This is an optimization exercise on Yosys and OpenROAD, whose aim is small area, not a production implementation. Only simulation tests tie the RTL to the original design; equivalence was not proved.

## flow/design.v (module list and top-level ports; edited modules follow where they fit)
// module algorithm_core: 1087 lines
// module algorithm_top: 21 lines
module algorithm_top (
  input  logic            clk,
  input  logic            rst_n,
  input  logic            s_axis_valid,
  output logic            s_axis_ready,
  input  logic signed [DATA_WIDTH*2-1:0] s_axis_data,  
  output logic            m_axis_valid,
  input  logic            m_axis_ready,
  output logic signed [OUTPUT_WIDTH*2-1:0] m_axis_data
);
  // ...
==> flow/flow/run.sh <==
#!/bin/bash
# Own layout flow: the standard ORFS flow (standard.sh) with a few make settings changed:
#  - SYNTH_ARGS=-noabc: skip the quick ABC pass inside Yosys's synth so that the full-adder
#    extraction sees the adder logic as written (registers are unaffected)
#  - port buffers are buf_1 instead of the default choice
#  - clock tree synthesis without dummy loads, with larger sink clusters of clkbuf_16
#  - RECOVER_POWER=100: after global routing, downsize gates on paths with positive slack
set -o pipefail
bash standard.sh \
  SYNTH_ARGS=-noabc \
  BUFFER_PORTS_ARGS="-buffer_cell sky130_fd_sc_hd__buf_1" \
  CTS_ARGS="-sink_clustering_enable -repair_clock_nets -dont_use_dummy_load -sink_clustering_size 25 -sink_clustering_max_diameter 80 -buf_list sky130_fd_sc_hd__clkbuf_16" \
  RECOVER_POWER=100 finish > standard_flow.log 2>&1
==> flow/standard.sh <==
#!/bin/bash
# synth_recipe.tcl (not shown) runs the flow's synth.tcl, then flattens the netlist and writes it again
# the make line also repeats each setting of config.mk as NAME=value (left out here)
make -C /OpenROAD-flow-scripts/flow DESIGN_CONFIG=/design/flow/config.mk WORK_HOME=/design/flow/orfs CLKGATE_MAP_FILE= SYNTH_SCRIPT=/design/flow/synth_recipe.tcl "${@:-finish}"
==> flow/config.mk <==
export PLATFORM = sky130hd
export DESIGN_NAME = algorithm_top
export DESIGN_NICKNAME = algorithm_top
export VERILOG_FILES = /design/flow/design.v
export SDC_FILE = /design/flow/constraint.sdc
export NUM_CORES = 4
export LEC_CHECK = 0
export CAP_MARGIN = 20
export CORE_MARGIN = 2
export CORE_UTILIZATION = 40
export SLEW_MARGIN = 20
==> flow/constraint.sdc <==
create_clock -name core_clock -period 11.0 [get_ports {clk}]
set_input_delay 2.2000 -clock core_clock [delete_from_list [all_inputs] [get_ports {clk}]]
set_output_delay 2.2000 -clock core_clock [all_outputs]
set_load 0.01 [all_outputs]
==> qor.txt, run 1 <==
Outcome = failed layout checks
SO Viols = capacitance limit, slew limit
Post-synthesis adder-cell area fraction = 18.8%
Die W = 266 um
DRC = 0
ClkCell Share = 1.95%
IO Port Bufs = 73
Layout area overhead = 12.1%
Clock skew = 0.0194 ns
Share of the synthesized area in the top cell type = 55.8%
Final Max Tran Viols = 506
Global route overflow = 0
CTS root buffer = clkbuf_16
Pin count of the biggest net entering global routing = 71
Height of the chip = 266 um
CP Capture Type = primary output
Most frequent cells in the layout = edfxtp_1 (512), fa_1 (189), nor2_1 (184), buf_4 (132), a22oi_1 (114)
Crit-path max cell delay = 0.54 ns
Slowest stage cell, crit path = fa_1
Hold Slack = 0.491 ns
Final hold vios = 0
Share of layout cells above drive strength 1 = 14.2%
Pre-CTS setup slack = 0.0153 ns
R2r setup slk = 5.84 ns
CTS Buf Count = 24
Synth top area cells = edfxtp_1 (56%), fa_1 (14%), ha_1 (3.9%)
Max-Cap Viols = 16
==> run 2, diff against run 1 <==
--- a/flow/design.v
+++ b/flow/design.v
@@ -8,50 +8,54 @@
   input  logic            in_valid,
   output logic            in_ready,
   input  logic signed [DATA_WIDTH*2-1:0] in_data,  
   output logic            out_valid,
   input  logic            out_ready,
   output logic signed [OUTPUT_WIDTH*2-1:0] out_data
 );
   localparam int DEPTH = PIPELINE_DEPTH;
-  localparam int PTR_BITS = $clog2(DEPTH);
-  logic [PTR_BITS:0] wr_ptr, rd_ptr;
+  localparam int CNT_BITS = $clog2(DEPTH) + 1;
+  logic [CNT_BITS-1:0] count;    
+  logic [1:0] rd_k;              
   logic [DATA_WIDTH*2-1:0] mem [0:DEPTH-1];
   logic empty, full, push, pop;
-  assign empty = (wr_ptr == rd_ptr);
-  assign full  = (wr_ptr[PTR_BITS] != rd_ptr[PTR_BITS]) &&
-                 (wr_ptr[PTR_BITS-1:0] == rd_ptr[PTR_BITS-1:0]);
+  assign empty = (count == 0);
+  assign full  = (count == DEPTH);
   assign in_ready  = !full;
   assign out_valid = !empty;
   assign push = in_valid && !full;
   assign pop  = out_ready && !empty;
   always_ff @(posedge clk or negedge rst_n) begin
     if (!rst_n) begin
-      wr_ptr <= '0;
-      rd_ptr <= '0;
+      count <= '0;
+      rd_k  <= '0;
     end else begin
-      if (push) wr_ptr <= wr_ptr + 1'b1;
-      if (pop)  rd_ptr <= rd_ptr + 1'b1;
+      if (push && !pop) count <= count + 1'b1;
+      else if (pop && !push) count <= count - 1'b1;
+      if (pop) rd_k <= rd_k + 1'b1;
     end
   end
   always_ff @(posedge clk) begin
-    if (push) mem[wr_ptr[PTR_BITS-1:0]] <= in_data;
+    if (push) begin
+      mem[0] <= in_data;
+      for (int j = 1; j < DEPTH; j++) mem[j] <= mem[j-1];
+    end
   end
   logic [DATA_WIDTH*2-1:0] head;
   logic [1:0] k;
+  assign k = rd_k;
   logic [DEPTH-1:0] rd_sel;
   always_comb begin
     head = '0;
     for (int j = 0; j < DEPTH; j++) begin
-      rd_sel[j] = (rd_ptr[PTR_BITS-1:0] == j);
+      rd_sel[j] = (count == j + 1);
       head = head | ({(DATA_WIDTH*2){rd_sel[j]}} & mem[j]);
     end
   end
-  assign k = rd_ptr[1:0];
   logic [DATA_WIDTH-1:0] a, b;
   assign a = head[DATA_WIDTH*2-1 -: DATA_WIDTH];
   assign b = head[DATA_WIDTH-1 -: DATA_WIDTH];
   logic [16:0] q_r, q_i;
   wire r_0 = (k == 2'd0) ? 1'b0 : (k == 2'd1) ? b[0] : (k == 2'd2) ? 1'b0 : 1'b0;
   wire r_1 = (k == 2'd0) ? 1'b0 : (k == 2'd1) ? b[1] : (k == 2'd2) ? b[0] : 1'b0;
   wire r_2 = (k == 2'd0) ? 1'b0 : (k == 2'd1) ? b[2] : (k == 2'd2) ? b[1] : b[0];
   wire r_3 = (k == 2'd0) ? 1'b0 : (k == 2'd1) ? b[3] : (k == 2'd2) ? b[2] : b[1];
==> flow/flow/run.sh (replaced) <==
#!/bin/bash
# Own layout flow: the standard ORFS flow (standard.sh) with a few make settings changed:
#  - SYNTH_ARGS=-noabc: skip the quick ABC pass inside Yosys's synth so that the full-adder
#    extraction sees the adder logic as written (registers are unaffected)
#  - port buffers are buf_1 instead of the default choice
#  - clock tree synthesis without dummy loads, with larger sink clusters of clkbuf_16
set -o pipefail
bash standard.sh \
  SYNTH_ARGS=-noabc \
  BUFFER_PORTS_ARGS="-buffer_cell sky130_fd_sc_hd__buf_1" \
  CTS_ARGS="-sink_clustering_enable -repair_clock_nets -dont_use_dummy_load -sink_clustering_size 25 -sink_clustering_max_diameter 80 -buf_list sky130_fd_sc_hd__clkbuf_16" \
   finish > standard_flow.log 2>&1
==> run 2 against run 1 <==
Effect of this change:
- clock skew grew 0.016 ns
- first-iteration DRC count fell by 7.6%
- critical endpoint is now m_axis_data[3]
- now clean on timing, DRC and antenna
- critical path type unchanged
- hold slack worse by 0.052 ns
- design area is 1.7% higher
- global-route usage fell by 1.8 points
==> qor.txt, run 2 <==
R2r setup slk = 7.19 ns (+1.35 ns)
Post-synth EDFFs = 512
Max-Cap Viols = 0 (-16)
Die W = 268 um (+0.60%)
Via density = 5.92
Vias in the first global route = 18099
Synth top area cells = edfxtp_1 (55%), fa_1 (14%), ha_1 (4.0%)
CTS H-tree lvls = 1
Worst Hold Class = reg2reg
Share of the synthesized area in the top cell type = 55.2% (-0.67 points)
Ys flop type = edfxtp_1
Final nets = 2403
Commonest non-fill, non-tap cell in the layout = edfxtp_1
Rel. slew slack = 34.1%
Antenna viol nets, final = 0
Outcome = timing/DRC/antenna clean
CTS Buf Count = 24 (unchanged)
GRT Overall Usage = 21.7%
Netlist cell types = 91
Global route overflow = 0 (unchanged)
Worst-Skew Late Latency = 0.57 ns
Min Tclk post-route = 10.77 ns
CTS tree = built
Setup TNS = 0 ns
Most common cell in the netlist = edfxtp_1
Setup ws final = 0.229 ns
Arr. time, crit path = 8.57 ns
Clock sinks = 519
First-pass GRT wire length = 117000 um
Finished Cell Area = 31400 sq um
HP Start = core_i.mem[13][6]$_DFFE_PP_
Synthesis warning total = 2
Synth Cell Area = 27900 sq um
CP Launch Point = core_i.count[0]$_DFFE_PN0P_
Max Freq = 92.8 MHz
CP Capture Type = primary output
Hold depth = 0
Slowest stage cell, crit path = fa_2
Reg clk slew, reported paths = 0.11 ns
Filler Cell Count = 6100
Post-Synthesis Cells = 1947
Syn nets = 2264
Min-Delay Endpoint = core_i.mem[14][6]$_DFFE_PP_
IO Port Bufs = 73 (unchanged)
Hold-fix buffers, CTS = 0
Final hold vios = 0 (unchanged)
Register bit count reported by yosys = 519
Required time worst endpoint = 8.80 ns
Least-Margin Pin Slew = 0.989 ns
Largest register FFs = 512
Seq/Total Area, Yosys = 55.8%
Pre-CTS setup slack = -0.636 ns (-0.652 ns)
Initial Util = 40.5%
Worst Path Class, Setup = reg2out
Vias = 17854
Avg WL per Cell = 26.1 um
Overall routed net length = 78600 um
Final Max Tran Viols = 0 (-100%)
# rows = 96
Area after DPL = 29700 sq um
Routability cong. = 0.987
Layout area overhead = 12.6%
Clock Path Buffers = 3
Hold Slack = 0.439 ns (-0.0524 ns)
Period Utilization, post-route = 97.9%
Initial antenna violation count = 0
Critical-path maximum fanout = 16
Synth area leader = edfxtp_1
DRC = 0 (unchanged)
FFs w/ async S/R, synth = 1.35%
Clock skew = 0.0351 ns (+0.0158 ns)
# IOs = 74
CP Launch Type = flip-flop
ANT cells = 0
Drt first pass iters = 6
Die ar. = 71800 sq um
Pin count of the biggest net entering global routing = 215 (+200%)
Height of the chip = 268 um (+0.60%)
Crit-path max cell delay = 0.56 ns (+0.02 ns)
R2R depth = 8
Final setup fails = 0
Most frequent CP cell = fa_1
R2R Path Start = core_i.count[1]$_DFFE_PN0P_
CTS root buffer = clkbuf_16
Post-DP HPWL = 53900 um
Core ar. = 68800 sq um
Worst r2r dst = core_i.mem[0][18]$_DFFE_PP_
Share of layout cells above drive strength 1 = 17.1% (+2.9 points)
Most frequent cells in the layout = edfxtp_1 (512), fa_1 (188), nor2_1 (146), buf_4 (136), a22oi_1 (129)
Number of DRC markers in iteration 0 = 1924
Syn Area/Cell = 14.3 sq um
Synth cell count leaders = edfxtp_1 (512), fa_1 (193), nor2_1 (149)
[run 2: cell type report]
| class | count | area, sq um | share of cell area [%] |
|---|---|---|---|
| multi-input combinational | 1262 | 12100 | 38.4 |
| sequential | 519 | 15600 | 49.6 |
| timing repair buffer | 242 | 1840 | 5.87 |
| clock buffer | 24 | 601 | 1.91 |
| tap | 931 | 1160 | 3.71 |
| inverter | 37 | 141 | 0.451 |
[run 2: worst max path at each step]
stage | slack (ns) | cells after the start | endpoint
after global placement | -0.60 | 26 | m_axis_data[25]
after CTS | 0.007 | 27 | m_axis_data[28]
final | 0.23 | 28 | m_axis_data[3]
after detailed placement | -0.64 | 26 | m_axis_data[25]
after floorplan | -0.19 | 5 | core_i.count[2]$_DFFE_PN0P_
after global routing | -0.02 | 28 | m_axis_data[3]
[run 2: stage by stage]
step,std cells,util [%]
CTS,2975,44.6
global route,3015,45.6
global placement,2923,43.1
detailed placement,2923,43.1
finish,3015,45.6
floorplan,1947,-
[run 2: timing repair]
item                                    in CTS  in global routing
endpoints found under the hold margin        0                  0
pin swaps                                   18                 46
buffers inserted                            27                 38
cloned                                       1                  2
endpoints found under the setup margin      35                 34
resized for setup                           48                 81
[run 2: logic make-up after synthesis]
| kind of cell | share of synthesized area (%) |
|---|---|
| fa+ha+maj | 18.8 |
| mux | 1.74 |
| flops | 55.8 |
| simple gates | 8.51 |
| compound gates | 11.7 |
| xor+xnor | 0.691 |
| buf+inv | 2.77 |
[run 2: critical path, delay by kind of cell (launching register included)]
kind / cells / cell delay [ns]
AO/OA/AOI/OAI: 8 / 1.36
adder cells (fa/ha/maj): 8 / 3.29
flip-flops: 1 / 0.47
AND/OR/NAND/NOR: 5 / 1.60
buffers and inverters: 7 / 1.22
[run 2: layer usage]
metal | vias to the layer above | global-route usage [%] | routed length (um)
li1 | 7699 | - | -
met5 | - | 0 | 0
met3 | 118 | 1.96 | 5230
met2 | 759 | 35.5 | 37200
met1 | 9278 | 31.1 | 33900
met4 | 0 | 5.78 | 2290
==> run 3, diff against run 2 <==
--- a/flow/config.mk
+++ b/flow/config.mk
@@ -5,7 +5,8 @@
 export SDC_FILE = /design/flow/constraint.sdc
 export NUM_CORES = 4
 export LEC_CHECK = 0
-export CAP_MARGIN = 20
+export CAP_MARGIN = 5
 export CORE_MARGIN = 2
 export CORE_UTILIZATION = 40
-export SLEW_MARGIN = 20
+export GPL_TIMING_DRIVEN = 0
+export SLEW_MARGIN = 5
==> run 3 against run 2 <==
Effect of this change:
- still clean on timing, DRC and antenna
- synthesized cell count did not move
- via count up 4.0%
- register-to-register slack got worse by 0.39 ns
- fmax up 0.53%
- synthesized area is the same
- cell count grew 2.5%
- critical path depth unchanged
- routed wire length is 11% higher
- global-route usage rose by 2.4 points
- largest cell class unchanged
==> qor.txt, run 3 <==
Overall routed net length = 86900 um (+11%)
Top Layer Used = met4
Largest register FFs = 512 (unchanged)
Syn Area/Cell = 14.3 sq um (unchanged)
First-pass GRT wire length = 126000 um (+8.2%)
Clock skew = 0.0475 ns (+0.0124 ns)
Final Max Tran Viols = 0 (unchanged)
Synthesis warning total = 2 (unchanged)
Layout area overhead = 15.7%
Required time worst endpoint = 8.80 ns (about the same)
# rows = 96 (unchanged)
CP Capture Type = primary output
Period Utilization, post-route = 97.4% (-0.52 points)
Vias in the first global route = 18617 (+2.9%)
Die W = 268 um (unchanged)
Post-synth EDFFs = 512 (unchanged)
Post-DP HPWL = 61300 um (+14%)
Most frequent cells in the layout = edfxtp_1 (512), fa_1 (183), nor2_1 (144), a22oi_1 (133), nand2_1 (112)
Number of DRC markers in iteration 0 = 2271 (+18%)
Outcome = timing/DRC/antenna clean
Met2 WL = 41100 um (+10%)
Filler Cell Count = 6066 (-0.56%)
Core ar. = 68800 sq um (unchanged)
Pin count of the biggest net entering global routing = 36 (-83%)
Least-Margin Pin Slew = 1.05 ns (+0.0645 ns)
DRC = 0 (unchanged)
Initial Util = 40.5% (unchanged)
Setup ws final = 0.286 ns (+0.0568 ns)
Pre-CTS setup slack = -2.12 ns (-1.48 ns)
Antenna viol nets, final = 0 (unchanged)
Reg clk slew, reported paths = 0.10 ns (about the same)
Global route overflow = 0 (unchanged)
FFs w/ async S/R, synth = 1.35% (unchanged)
Util after Layout = 46.8% (+1.3 points)
Critical-path maximum fanout = 10 (-6)
Netlist cell types = 91 (unchanged)
Final setup fails = 0 (unchanged)
Crit-path max cell delay = 0.58 ns (+0.02 ns)
Commonest non-fill, non-tap cell in the layout = edfxtp_1
Initial antenna violation count = 1 (+1)
GRT Overall Usage = 24.1% (+2.4 points)
Arr. time, crit path = 8.51 ns (-0.06 ns)
Synth area leader = edfxtp_1
Met1 wire length = 36100 um (+6.7%)
Avg WL per Cell = 28.1 um (+8.0%)
Clock sinks = 519 (unchanged)
Worst Hold Class = reg2reg
Share of layout cells above drive strength 1 = 19.2% (+2.1 points)
Synth top area cells = edfxtp_1 (55%), fa_1 (14%), ha_1 (4.0%)
Max-Cap Viols = 0 (unchanged)
Vias = 18575 (+4.0%)
Min Tclk post-route = 10.71 ns (-0.0568 ns)
Rel. slew slack = 29.8% (-4.3 points)
Slowest stage cell, crit path = fa_1
CTS root buffer = clkbuf_16
WL met3 = 6810 um (+30%)
Via density = 6.01 (+1.5%)
CTS tree = built
CTS H-tree lvls = 1 (unchanged)
Hold Slack = 0.437 ns (-0.00149 ns)
Post-Synthesis Cells = 1947 (unchanged)
Register bit count reported by yosys = 519 (unchanged)
Worst-Skew Late Latency = 0.59 ns (+0.02 ns)
Final nets = 2477 (+3.1%)
Ys flop type = edfxtp_1
Routability cong. = 0.982 (-0.52%)
CP Launch Type = flip-flop
Share of the synthesized area in the top cell type = 55.2% (unchanged)
Synth Cell Area = 27900 sq um (unchanged)
ANT cells = 0 (unchanged)
Worst Path Class, Setup = reg2out
Die ar. = 71800 sq um (unchanged)
Max Freq = 93.3 MHz (+0.53%)
IO Port Bufs = 73 (unchanged)
Height of the chip = 268 um (unchanged)
CTS Buf Count = 24 (unchanged)
Syn nets = 2264 (unchanged)
Drt first pass iters = 6 (unchanged)
Final hold vios = 0 (unchanged)
# IOs = 74 (unchanged)
Seq/Total Area, Yosys = 55.8% (unchanged)
Clock Path Buffers = 3 (unchanged)
Most common cell in the netlist = edfxtp_1
Synth cell count leaders = edfxtp_1 (512), fa_1 (193), nor2_1 (149)
-- run 3: metal layers --
layer	global-route usage (%)	vias up
li1	-	7849
met3	2.86	134
met2	39.1	976
met1	34.0	9616
met5	0	-
met4	7.40	0
-- run 3: layout make-up --
cell class                 instances  area [sq um]  area share (%)
inverter                          37           143           0.443
multi-input combinational       1261         12200            37.9
sequential                       519         15600            48.3
clock buffer                      24           601            1.86
buffer                           120           975            3.02
tap                              931          1160            3.61
timing repair buffer             197          1570            4.88
-- run 3: through the flow --
step / std cells / TNS, ns / area, sq um
2_1_floorplan: 1947 / -0.571 / 27900
3_3_place_gp: 2951 / -1007.40 / 29300
5_1_grt: 3089 / -0.184 / 32200
3_5_place_dp: 2969 / -64.49 / 29700
6_report: 3089 / 0 / 32200
4_1_cts: 3038 / -0.0203 / 31400
-- run 3: kinds of logic after synthesis --
| logic type | share of synthesized area, % |
|---|---|
| AND/OR/NAND/NOR | 8.51 |
| multiplexers | 1.74 |
| flip-flops | 55.8 |
| AO/OA/AOI/OAI | 11.7 |
| adder cells (fa/ha/maj) | 18.8 |
| buffers and inverters | 2.77 |
| XOR/XNOR | 0.691 |
-- run 3: timing repair --
| action | 4_1_cts | 5_1_grt |
|---|---|---|
| setup buffers | 51 | 52 |
| endpoints found under the setup margin | 36 | 36 |
| pin swaps | 36 | 59 |
| cloned | 0 | 3 |
| hold buffers | 0 | 0 |
| resized for setup | 180 | 120 |
-- run 3: critical path, delay by kind of cell, from the launching register on --
family / cells / cell delay [ns]
adders and majority gates: 7 / 3.27
and+or+nand+nor: 10 / 2.23
buffers and inverters: 8 / 1.37
AOI/OAI and AO/OA: 3 / 0.63
DFF: 1 / 0.43
-- run 3: final timing paths --
check | from | to | slack (ns) | cells past startpoint
max in group asynchronous | rst_n | core_i.count[0]$_DFFE_PN0P_ | 9.14 | 1
setup / recovery | core_i.count[3]$_DFFE_PN0P_ | m_axis_data[27] | 0.29 | 28
setup reg to reg | core_i.count[0]$_DFFE_PN0P_ | core_i.count[4]$_DFFE_PN0P_ | 6.80 | 16
hold / removal | core_i.mem[14][12]$_DFFE_PP_ | core_i.mem[15][12]$_DFFE_PP_ | 0.44 | 0
min in group asynchronous | rst_n | core_i.count[4]$_DFFE_PN0P_ | 1.51 | 1
hold reg to reg | core_i.mem[14][12]$_DFFE_PP_ | core_i.mem[15][12]$_DFFE_PP_ | 0.44 | 0

==> separate check: timing with driven ports <==
Ports are ideal in the flow. The routed layouts listed here were re-timed in OpenROAD.
Step 1: set_driving_cell puts a clkbuf_16 on clk and a buf_2 on each other input, an assumption about the parent block.
Step 2 times the ports against the registers' clock, not the clock port: input delays grow and output delays shrink by t, the midpoint of the rising clock arrivals with the driver on.
Slacks: ideal / step 1 / step 2; pairs: ideal / step 1.
| run | shift t [ns] | setup WS [ns] | slew at the worst register clock pin (ns) |
|---|---|---|---|
| run 1 | 0.611 | 0.264 / 0.211 / 0.822 | 0.10 / 0.10 |
| run 2 | 0.612 | 0.229 / 0.176 / 0.788 | 0.11 / 0.11 |
| run 3 | 0.618 | 0.286 / 0.231 / 0.849 | 0.11 / 0.11 |
